What follows belongs to an exercise in optimizing a design on an open flow for small area, a short achievable clock period and few clock cycles; a production flow would make more cautious choices. RTL that was checked went through simulation tests only; none was proved equivalent to the original. Power and IR drop assume default switching activity.

Setup of run A:
## zmc_alu
module zmc_alu (
	input  [15:0] a_in,
	input  [15:0] b_in,
	input  [7:0]  op_in,
	input         z_flag_in,
	input         s_flag_in,
	input         c_flag_in,
	input         ovr_flag_in,
	input         clk,
	input         a_reset_l,
	output reg [15:0] c_out,
	output reg    z_flag_out,
	output reg    s_flag_out,
	output reg    c_flag_out,
	output reg    ovr_flag_out,
	output        valid_out
);
For scale: ~1500 cells after synthesis, about 36 flip-flops, about 67 I/O pins, about 12000 um2 of cells after synthesis.
clock: 16.0 ns
lec_check: 0
abc_clock_period_in_ps: 8000
cap_margin: 20
core_margin: 2
core_utilization: 40
setup_slack_margin: 5
slew_margin: 20
run.sh (not shown) runs the stock make flow with config.mk's settings and CLKGATE_MAP_FILE= SYNTH_SCRIPT=/design/flow/synth_recipe.tcl, a recipe that flattens the netlist after the stock synthesis.
Testbench counts of run A, summed over its fixed seeds: cycles 6,584.
Input-level comparison between run B and run A:
diff --git a/flow/design.v b/flow/design.v
--- a/flow/design.v
+++ b/flow/design.v
@@ -1,15 +1,16 @@
 `timescale 1ns/10ps
-module pfx_add #(parameter N = 16, parameter L = 4) (
+module pfx_add #(parameter N = 16) (
 	input  [N-1:0] x,
 	input  [N-1:0] y,
 	input          cin,
 	output [N-1:0] s,
 	output [N-1:0] c,
 	output         cout
 );
+	localparam L = $clog2(N);
 	wire [N-1:0] g0 = x & y;
 	wire [N-1:0] p0 = x ^ y;
 	wire [N-1:0] G [0:L];
 	wire [N-1:0] P [0:L];
 	assign G[0] = {g0[N-1:1], g0[0] | (p0[0] & cin)};
 	assign P[0] = p0;
@@ -300,26 +301,26 @@
 	assign w257 = w212 ^ ~(C[7] & (A[16] ^ neg));
 	assign w258 = w212 & ~(C[7] & (A[16] ^ neg));
 	wire [24:0] xx = {w258, w256, w254, w252, w250, w248, w246, w244, w242, w240, w238, w236, w234, w232, w230, w228, w226, w224, w222, w220, w218, w216, w214, w213, h[0]};
 	wire [24:0] yy = {1'b1, w257, w255, w253, w251, w249, w247, w245, w243, w241, w239, w237, w235, w233, w231, w229, w227, w225, w223, w221, w219, w217, w215, (C[1] & A[0]), (C[0] & A[0])};
 	wire [24:0] cc;
 	wire co;
-	pfx_add #(25, 5) add_i (.x(xx), .y(yy), .cin(1'b0), .s(t), .c(cc), .cout(co));
+	pfx_add #(25) add_i (.x(xx), .y(yy), .cin(1'b0), .s(t), .c(cc), .cout(co));
 endmodule
 `timescale 1ns/10ps
 module div_step (
 	input  [15:0] r,
 	input         abit,
 	input  [15:0] b,
 	output [15:0] rn,
 	output        q
 );
 	wire [16:0] tt = {r, abit};
 	wire [16:0] d;
 	wire [16:0] c;
-	pfx_add #(17, 5) sub_i (.x(tt), .y({1'b1, ~b}), .cin(1'b1), .s(d), .c(c), .cout(q));
+	pfx_add #(17) sub_i (.x(tt), .y({1'b1, ~b}), .cin(1'b1), .s(d), .c(c), .cout(q));
 	assign rn = q ? d[15:0] : tt[15:0];
 endmodule
 `timescale 1ns/10ps
 module zmc_alu (
 	input  [15:0] a_in,
 	input  [15:0] b_in,
--- outcome ---
Comparing run A against run B, there is no change at all in number of enable flip-flop cells after synthesis. Utilization of the core after routing: run B vs run A identical. Well-tap cell count: run B vs run A identical. Re number of buffers added by the clock tree synthesis step: no difference whatsoever between run A and run B. Run A -> run B: count of clock-buffer cells in the layout delta 0, exact match. Diff run A..run B | worst reg-to-reg path cell count | unchanged. Reported for run B and run A, wire length the detailed router placed on met1 turned out identical to the last digit.
Function not checked in run B: the RTL went through the layout flow alone.

== build 94 ==
Another version of the RTL of zmc_alu (not shown whole).
Size in the first run: ~1,500 cells after synthesis, roughly 39 flip-flops, ~67 I/O pins, roughly 0.010 sq mm of cells after synthesis.
Settings: LEC_CHECK=0, ABC_AREA=1, ABC_CLOCK_PERIOD_IN_PS=8000, CAP_MARGIN=20, CORE_MARGIN=2, CORE_UTILIZATION=40, SETUP_SLACK_MARGIN=5, SLEW_MARGIN=20; clock period 16.0 ns.
standard.sh (not shown) runs the stock make flow with config.mk's settings and CLKGATE_MAP_FILE= SYNTH_SCRIPT=/design/flow/synth_recipe.tcl, a recipe that flattens the netlist after the stock synthesis.
==> flow/flow/run.sh <==
#!/bin/bash
# Layout flow: the standard flow (standard.sh) with two changes: the port
# buffers that global placement inserts on every input and output are
# sky130_fd_sc_hd__buf_2 instead of the cell the resizer picks by default, and
# timing repair aims at 5.5 ns of setup slack instead of config.mk's 5.
# The output of the whole run goes to standard.log in this folder; ORFS keeps
# each step's log under orfs/logs.
set -e
export BUFFER_PORTS_ARGS="-buffer_cell sky130_fd_sc_hd__buf_2"
sed 's/SETUP_SLACK_MARGIN=[0-9.]*/SETUP_SLACK_MARGIN=5.5/' standard.sh > standard_margin.sh
bash standard_margin.sh > standard.log 2>&1
Testbench counts of build 94, summed over its fixed seeds: cycles 5,871.
The inputs of build 90 differ from those of build 94 as listed below.
diff --git a/flow/design.v b/flow/design.v
--- a/flow/design.v
+++ b/flow/design.v
@@ -29,14 +29,41 @@
 		end
 	endgenerate
 	assign c = {G[L][N-2:0], cin};
 	assign s = p0 ^ c;
 	assign cout = G[L][N-1];
 endmodule
 `timescale 1ns/10ps
+module bk_add #(parameter N = 16) (
+	input  [N-1:0] x,
+	input  [N-1:0] y,
+	input          cin,
+	output [N-1:0] s
+);
+	wire [N-1:0] p = x ^ y;
+	reg  [N-1:0] G, P;
+	integer d, i;
+	always @(*) begin
+		G = x & y;
+		P = p;
+		G[0] = G[0] | (P[0] & cin);
+		for (d = 1; d < N; d = d * 2)
+			for (i = 2 * d - 1; i < N; i = i + 2 * d) begin
+				G[i] = G[i] | (P[i] & G[i-d]);
+				P[i] = P[i] & P[i-d];
+			end
+		for (d = N / 4; d >= 1; d = d / 2)
+			for (i = 3 * d - 1; i < N; i = i + 2 * d) begin
+				G[i] = G[i] | (P[i] & G[i-d]);
+				P[i] = P[i] & P[i-d];
+			end
+	end
+	assign s = p ^ {G[N-2:0], cin};
+endmodule
+`timescale 1ns/10ps
 module mul_step (
 	input  [16:0] h,      
 	input  [16:0] A,      
 	input  [7:0]  C,      
 	input         neg,    
 	output [24:0] t
 );
@@ -263,17 +290,18 @@
 	assign w220 = (~(C[5] & A[16]) & (C[6] & A[15])) | (~(C[5] & A[16]) & (C[7] & (A[14] ^ neg))) | ((C[6] & A[15]) & (C[7] & (A[14] ^ neg)));
 	assign w221 = w214 ^ w219 ^ w216;
 	assign w222 = (w214 & w219) | (w214 & w216) | (w219 & w216);
 	assign w223 = ~(C[6] & A[16]) ^ (C[7] & (A[15] ^ neg)) ^ w220;
 	assign w224 = (~(C[6] & A[16]) & (C[7] & (A[15] ^ neg))) | (~(C[6] & A[16]) & w220) | ((C[7] & (A[15] ^ neg)) & w220);
 	wire [24:0] xx = {1'b1, ~(C[7] & (A[16] ^ neg)), w223, w221, w212, w204, w194, w182, w168, w154, w140, w126, w112, w98, w84, w70, w56, w55, w41, w29, w19, w11, w5, w1, h[0]};
 	wire [24:0] yy = {1'b0, w224, w222, w218, w217, w211, w203, w193, w181, w167, w153, w139, w125, w111, w97, w83, w69, w42, 1'b0, 1'b0, 1'b0, 1'b0, 1'b0, 1'b0, (C[0] & A[0])};
-	wire [24:0] cc;
+	wire [8:0] cc;
 	wire co;
-	pfx_add #(25, 5) add_i (.x(xx), .y(yy), .cin(1'b0), .s(t), .c(cc), .cout(co));
+	pfx_add #(9, 4) add_lo (.x(xx[8:0]), .y(yy[8:0]), .cin(1'b0), .s(t[8:0]), .c(cc), .cout(co));
+	bk_add #(16) add_hi (.x(xx[24:9]), .y(yy[24:9]), .cin(co), .s(t[24:9]));
 endmodule
 `timescale 1ns/10ps
 module zmc_alu (
 	input  [15:0] a_in,
 	input  [15:0] b_in,
 	input  [7:0]  op_in,
 	input         z_flag_in,
@@ -313,15 +341,15 @@
 	wire [15:0] x = ({16{sel_a}} & a) | ({16{sel_a1}} & {1'b0, a[15:1]}) |
 	                ({16{sel_r}} & dx) | {16{x_ones}};
 	wire [15:0] y = y_inv ? ~b : b;
 	wire [15:0] sum, carry;
 	wire        c16;
 	pfx_add #(16) add_i (.x(x), .y(y), .cin(cin), .s(sum), .c(carry), .cout(c16));
 	wire        c15 = carry[15];
-	wire        sum_zero = ((x ^ y) == {x[14:0] | y[14:0], cin});
+	wire        sum_zero = (sum == 16'd0);
 	wire        b_nz   = |b;
 	wire        b_lnz  = |b[14:0];
 	wire        neg_sub = ~cont & y_inv;       
 	wire        negc    = cont & (n == 4'h3);  
 	reg ar_c, ar_v;
 	always @(*) begin
 		if (negc) begin
### Flow results
- Via density per instance of build 90 exceeds that of build 94 slightly.
- Going from build 94 to build 90, non-clock buffer count shows an increase of about 23%; final period demand of the worst path shows a reduction of 0.042 ns.
- Delta(setup slack, build 90 - build 94) > 0
- Between build 90 and build 94, global-route usage is lower for build 90, build 94 comes in above that.
- The total power in build 90 is 0.948 times that in build 94.
- Build 90 against build 94: detailed placement HPWL lost about 5%; final routed wirelength across all metal layers down 3.4%; relative contribution of combinational cells to total power decreased 1.9 points; depth of the most critical reg-to-reg path saw an increase; post-route fraction of the period consumed by the critical path -0.27 points.
- As far as share of cell area taken by flip-flops and latches is concerned, build 94 and build 90 perform about the same.
- Proportion of power drawn by the clock network: build 90 and build 94 compared, lower one is build 94
- Between build 94 and build 90, critical path depth increased.
Testbench counts of build 90, summed over its fixed seeds: cycles 5,871.

job 101:
Starting RTL as in the previous note.
==> module zmc_alu, before the edit <==
module zmc_alu (
	input  [15:0] a_in,
	input  [15:0] b_in,
	input  [7:0]  op_in,
	input         z_flag_in,
	input         s_flag_in,
	input         c_flag_in,
	input         ovr_flag_in,
	input         clk,
	input         a_reset_l,
	output reg [15:0] c_out,
	output reg    z_flag_out,
	output reg    s_flag_out,
	output reg    c_flag_out,
	output reg    ovr_flag_out,
	output        valid_out
);
	wire [15:0] a = a_in;
	wire [15:0] b = b_in;
	wire [3:0]  n = op_in[3:0];
	wire        cont = op_in[5];
	wire        zi = z_flag_in, si = s_flag_in, ci = c_flag_in, vi = ovr_flag_in;
	wire hi00    = (op_in[7:6] == 2'b00) & ~op_in[4];
	wire n_arith = (n == 4'h0) | (n == 4'h1) | (n == 4'h3) | (n == 4'h4) | (n == 4'h8) | (n == 4'hB);
	wire g_arith = hi00 & n_arith;
	wire g_logic = (op_in[7:4] == 4'h4);
	wire g_shift = (op_in[7:4] == 4'h8) & ~(op_in[2] & op_in[1]);
	wire is_mul  = hi00 & (n == 4'h2);
	wire is_div  = (op_in == 8'h0F);
	wire is_md   = is_mul | is_div;
	wire signd   = op_in[5];
	wire        x_a    = op_in[3] & ~op_in[2];                
	wire        x_ones = ~op_in[3] & op_in[2];                
	wire        x_d    = op_in[3] & op_in[2];                 
	wire        y_inv  = op_in[1] & op_in[0];                 
	wire        cin    = cont ? (ci & (op_in[3] | op_in[2] | op_in[0])) : op_in[0];
	wire        sel_a, sel_a1, sel_r;
	wire [15:0] dx;
	wire [15:0] x = ({16{sel_a}} & a) | ({16{sel_a1}} & {1'b0, a[15:1]}) |
	                ({16{sel_r}} & dx) | {16{x_ones}};
	wire [15:0] y = y_inv ? ~b : b;
	wire [15:0] sum, carry;
	wire        c16;
	pfx_add #(16) add_i (.x(x), .y(y), .cin(cin), .s(sum), .c(carry), .cout(c16));
	wire        c15 = carry[15];
	wire        sum_zero = ((x ^ y) == {x[14:0] | y[14:0], cin});
	wire        b_nz   = |b;
	wire        b_lnz  = |b[14:0];
	wire        neg_sub = ~cont & y_inv;       
	wire        negc    = cont & (n == 4'h3);  
	reg ar_c, ar_v;
	always @(*) begin
		if (negc) begin
			ar_c = b_nz | ci;
			ar_v = ~ci & b[15] & ~b_lnz;
		end else if (neg_sub) begin
			ar_c = c16 & b_nz;
			ar_v = (c16 & b_nz) ^ (c15 & b_lnz);
		end else begin
			ar_c = c16;
			ar_v = c16 ^ c15;
		end
	end
	wire mov   = (n == 4'h0);
	wire ar_z  = mov ? zi : (sum_zero & (~cont | zi));
	wire ar_s  = mov ? si : sum[15];
	wire ar_cf = mov ? ci : ar_c;
	wire ar_vf = mov ? vi : ar_v;
	reg [15:0] lg;
	integer i;
	always @(*) begin
		for (i = 0; i < 16; i = i + 1)
			lg[i] = op_in[{b[i], a[i]}];
		if (n == 4'hF) lg = 16'h0001;
	end
	reg        sh_fill, sh_c;
	reg [15:0] sh;
	always @(*) begin
		sh_c = ci;
		case (op_in[2:0])
			3'd0: sh_fill = 1'b0;
			3'd1: sh_fill = 1'b1;
			3'd2: sh_fill = op_in[3] ? b[0] : b[15];
			3'd4: sh_fill = op_in[3] ? b[15] : b[0];
			default: sh_fill = ci;
		endcase
		if (op_in[2:0] == 3'd5) sh_c = op_in[3] ? b[15] : b[0];
		sh = op_in[3] ? {b[14:0], sh_fill} : {sh_fill, b[15:1]};
	end
	reg         busy;  
	reg         vreg;  
	reg  [3:0]  pos;   
	reg  [16:0] ra;    
	reg  [14:0] rb;    
	wire        first = ~busy;
	wire [24:0] t;
	mul_step mul_i (
		.h(first ? 17'd0 : ra),
		.A({signd & a[15], a}),
		.C(first ? b[7:0] : b[15:8]),
		.neg(signd & ~first),
		.t(t)
	);
	reg  [3:0]  nf;
	integer k;
	always @(*) begin
		nf = 4'd15;
		for (k = 0; k < 16; k = k + 1)
			if (b[k]) nf = 15 - k;
	end
	wire        nf_small = b[15] | b[14];
	wire [15:0] r_init = {1'b0, a[15:1]} >> nf;
	reg         abit;  
	wire [3:0]  pos_m1 = (busy ? pos : nf) - 4'd1;
	wire [3:0]  pos_next = (busy | nf_small) ? pos_m1 : nf;
	assign      dx = {ra[14:0], abit};
	assign      sel_r  = x_d & busy;
	assign      sel_a  = x_a | (x_d & ~busy & b[15]);
	assign      sel_a1 = x_d & ~busy & ~b[15];
	wire        q = (busy & ra[15]) | c16;
	wire [15:0] r_next = q ? sum : x;
	always @(posedge clk or negedge a_reset_l) begin
		if (!a_reset_l) begin
			busy <= 1'b0;
			vreg <= 1'b0;
		end else begin
			busy <= is_md & ~vreg;
			vreg <= ~vreg & ((busy & (is_mul | (is_div & (pos == 4'd0)))) | (~busy & is_div & b[15]));
		end
	end
	always @(posedge clk) begin
		pos  <= pos_next;
		abit <= a[pos_next];
		if (is_mul) begin
			ra <= t[24:8];
			rb <= {7'd0, t[7:0]};
		end else begin
			ra <= {1'b0, (busy | nf_small) ? r_next : r_init};
			rb <= busy ? {rb[13:0], q} : {14'd0, q & nf_small};
		end
	end
	assign valid_out = vreg;
	wire [15:0] md_out = vreg ? ra[15:0] :
	                     is_mul ? {t[7:0], rb[7:0]} : {busy ? rb[14:0] : 15'd0, q};
	wire a_z  = ~(|a);
	wire md_z = is_div ? (a_z & b_nz) : (a_z | ~b_nz);
	wire md_s = is_div ? si : (signd & (a[15] ^ b[15]));
	wire md_v = is_div ? ~b_nz : vi;
	always @(*) begin
		c_out = 16'd0; z_flag_out = 1'b0; s_flag_out = 1'b0; c_flag_out = 1'b0; ovr_flag_out = 1'b0;
		if (g_arith) begin
			c_out = sum; z_flag_out = ar_z; s_flag_out = ar_s; c_flag_out = ar_cf; ovr_flag_out = ar_vf;
		end else if (g_logic) begin
			c_out = lg; z_flag_out = (lg == 16'd0); s_flag_out = lg[15]; c_flag_out = ci; ovr_flag_out = vi;
		end else if (g_shift) begin
			c_out = sh; z_flag_out = (sh == 16'd0); s_flag_out = sh[15]; c_flag_out = sh_c; ovr_flag_out = vi;
		end else if (is_md) begin
			c_out = md_out; z_flag_out = md_z; s_flag_out = md_s; c_flag_out = ci; ovr_flag_out = md_v;
		end
	end
endmodule
clock: 16.0 ns
lec_check: 0
abc_clock_period_in_ps: 8000
cap_margin: 20
core_margin: 2
core_utilization: 40
setup_slack_margin: 5
slew_margin: 20
==> flow/flow/run.sh <==
#!/bin/bash
# Layout flow: the standard flow (standard.sh) with one change: the port
# buffers that global placement inserts on every input and output are
# sky130_fd_sc_hd__buf_2 instead of the cell the resizer picks by default.
# The output of the whole run goes to standard.log in this folder; ORFS keeps
# each step's log under orfs/logs.
set -e
export BUFFER_PORTS_ARGS="-buffer_cell sky130_fd_sc_hd__buf_2"
bash standard.sh > standard.log 2>&1
Testbench counts of job 101, summed over its fixed seeds: cycles 5,871.
Setup changes, job 101 to job 102
--- a/flow/design.v
+++ b/flow/design.v
@@ -300,17 +300,17 @@
 	wire g_logic = (op_in[7:4] == 4'h4);
 	wire g_shift = (op_in[7:4] == 4'h8) & ~(op_in[2] & op_in[1]);
 	wire is_mul  = hi00 & (n == 4'h2);
 	wire is_div  = (op_in == 8'h0F);
 	wire is_md   = is_mul | is_div;
 	wire signd   = op_in[5];
-	wire        x_a    = op_in[3] & ~op_in[2];                
-	wire        x_ones = ~op_in[3] & op_in[2];                
-	wire        x_d    = op_in[3] & op_in[2];                 
-	wire        y_inv  = op_in[1] & op_in[0];                 
-	wire        cin    = cont ? (ci & (op_in[3] | op_in[2] | op_in[0])) : op_in[0];
+	wire        x_a    = (n == 4'h8) | (n == 4'hB);
+	wire        x_ones = (n == 4'h4);
+	wire        x_d    = (n == 4'hF);
+	wire        y_inv  = (n == 4'h3) | (n == 4'hB) | (n == 4'hF);
+	wire        cin    = cont ? (ci & (n != 4'h0)) : ((n == 4'h1) | (n == 4'h3) | (n == 4'hB) | (n == 4'hF));
 	wire        sel_a, sel_a1, sel_r;
 	wire [15:0] dx;
 	wire [15:0] x = ({16{sel_a}} & a) | ({16{sel_a1}} & {1'b0, a[15:1]}) |
 	                ({16{sel_r}} & dx) | {16{x_ones}};
 	wire [15:0] y = y_inv ? ~b : b;
 	wire [15:0] sum, carry;
The mux share of post-synthesis cell area of job 102 exceeds that of job 101 by 1.4 points. Job 102 vs job 101 — instance count of the mapped netlist dropped about 3.3%. Length of routed met3 wiring | job 102 below job 101. Final-layout clock buffer total is lower on job 101. Routed wire length down 10% in job 102 wrt job 101. Cell area: job 102 better than job 101.
Testbench counts of job 102, summed over its fixed seeds: cycles 5,871.

==> port drivers added, routing unchanged <==
The results above use ideal ports. As a check the final layouts listed here were re-extracted and re-timed, cells and wires unchanged. Step 1 assumes that a clkbuf_16 drives the clock port and a buf_2 every other input. Step 2 also shifts input and output timing later by t, the mid clock arrival at the registers, as if the neighbouring blocks saw the same clock. Slacks: ideal ports / drivers / drivers and shift; pairs: ideal ports / drivers.
| run | t (ns) | slack for setup (ns) | worst slew at a driven data input, ns |
|---|---|---|---|
| run A | 0.344 | 5.088 / 5.110 / 4.770 | 0.05 |
| run B | 0.344 | 5.088 / 5.110 / 4.770 | 0.05 |
| build 94 | 0.345 | 5.598 / 5.563 / 5.563 | 0.04 |
| build 90 | 0.338 | 5.640 / 5.616 / 5.616 | 0.04 |
| job 101 | 0.336 | 5.234 / 5.214 / 5.214 | 0.05 |
| job 102 | 0.336 | 5.145 / 5.122 / 5.122 | 0.04 |
After both steps every run listed still meets setup and hold.
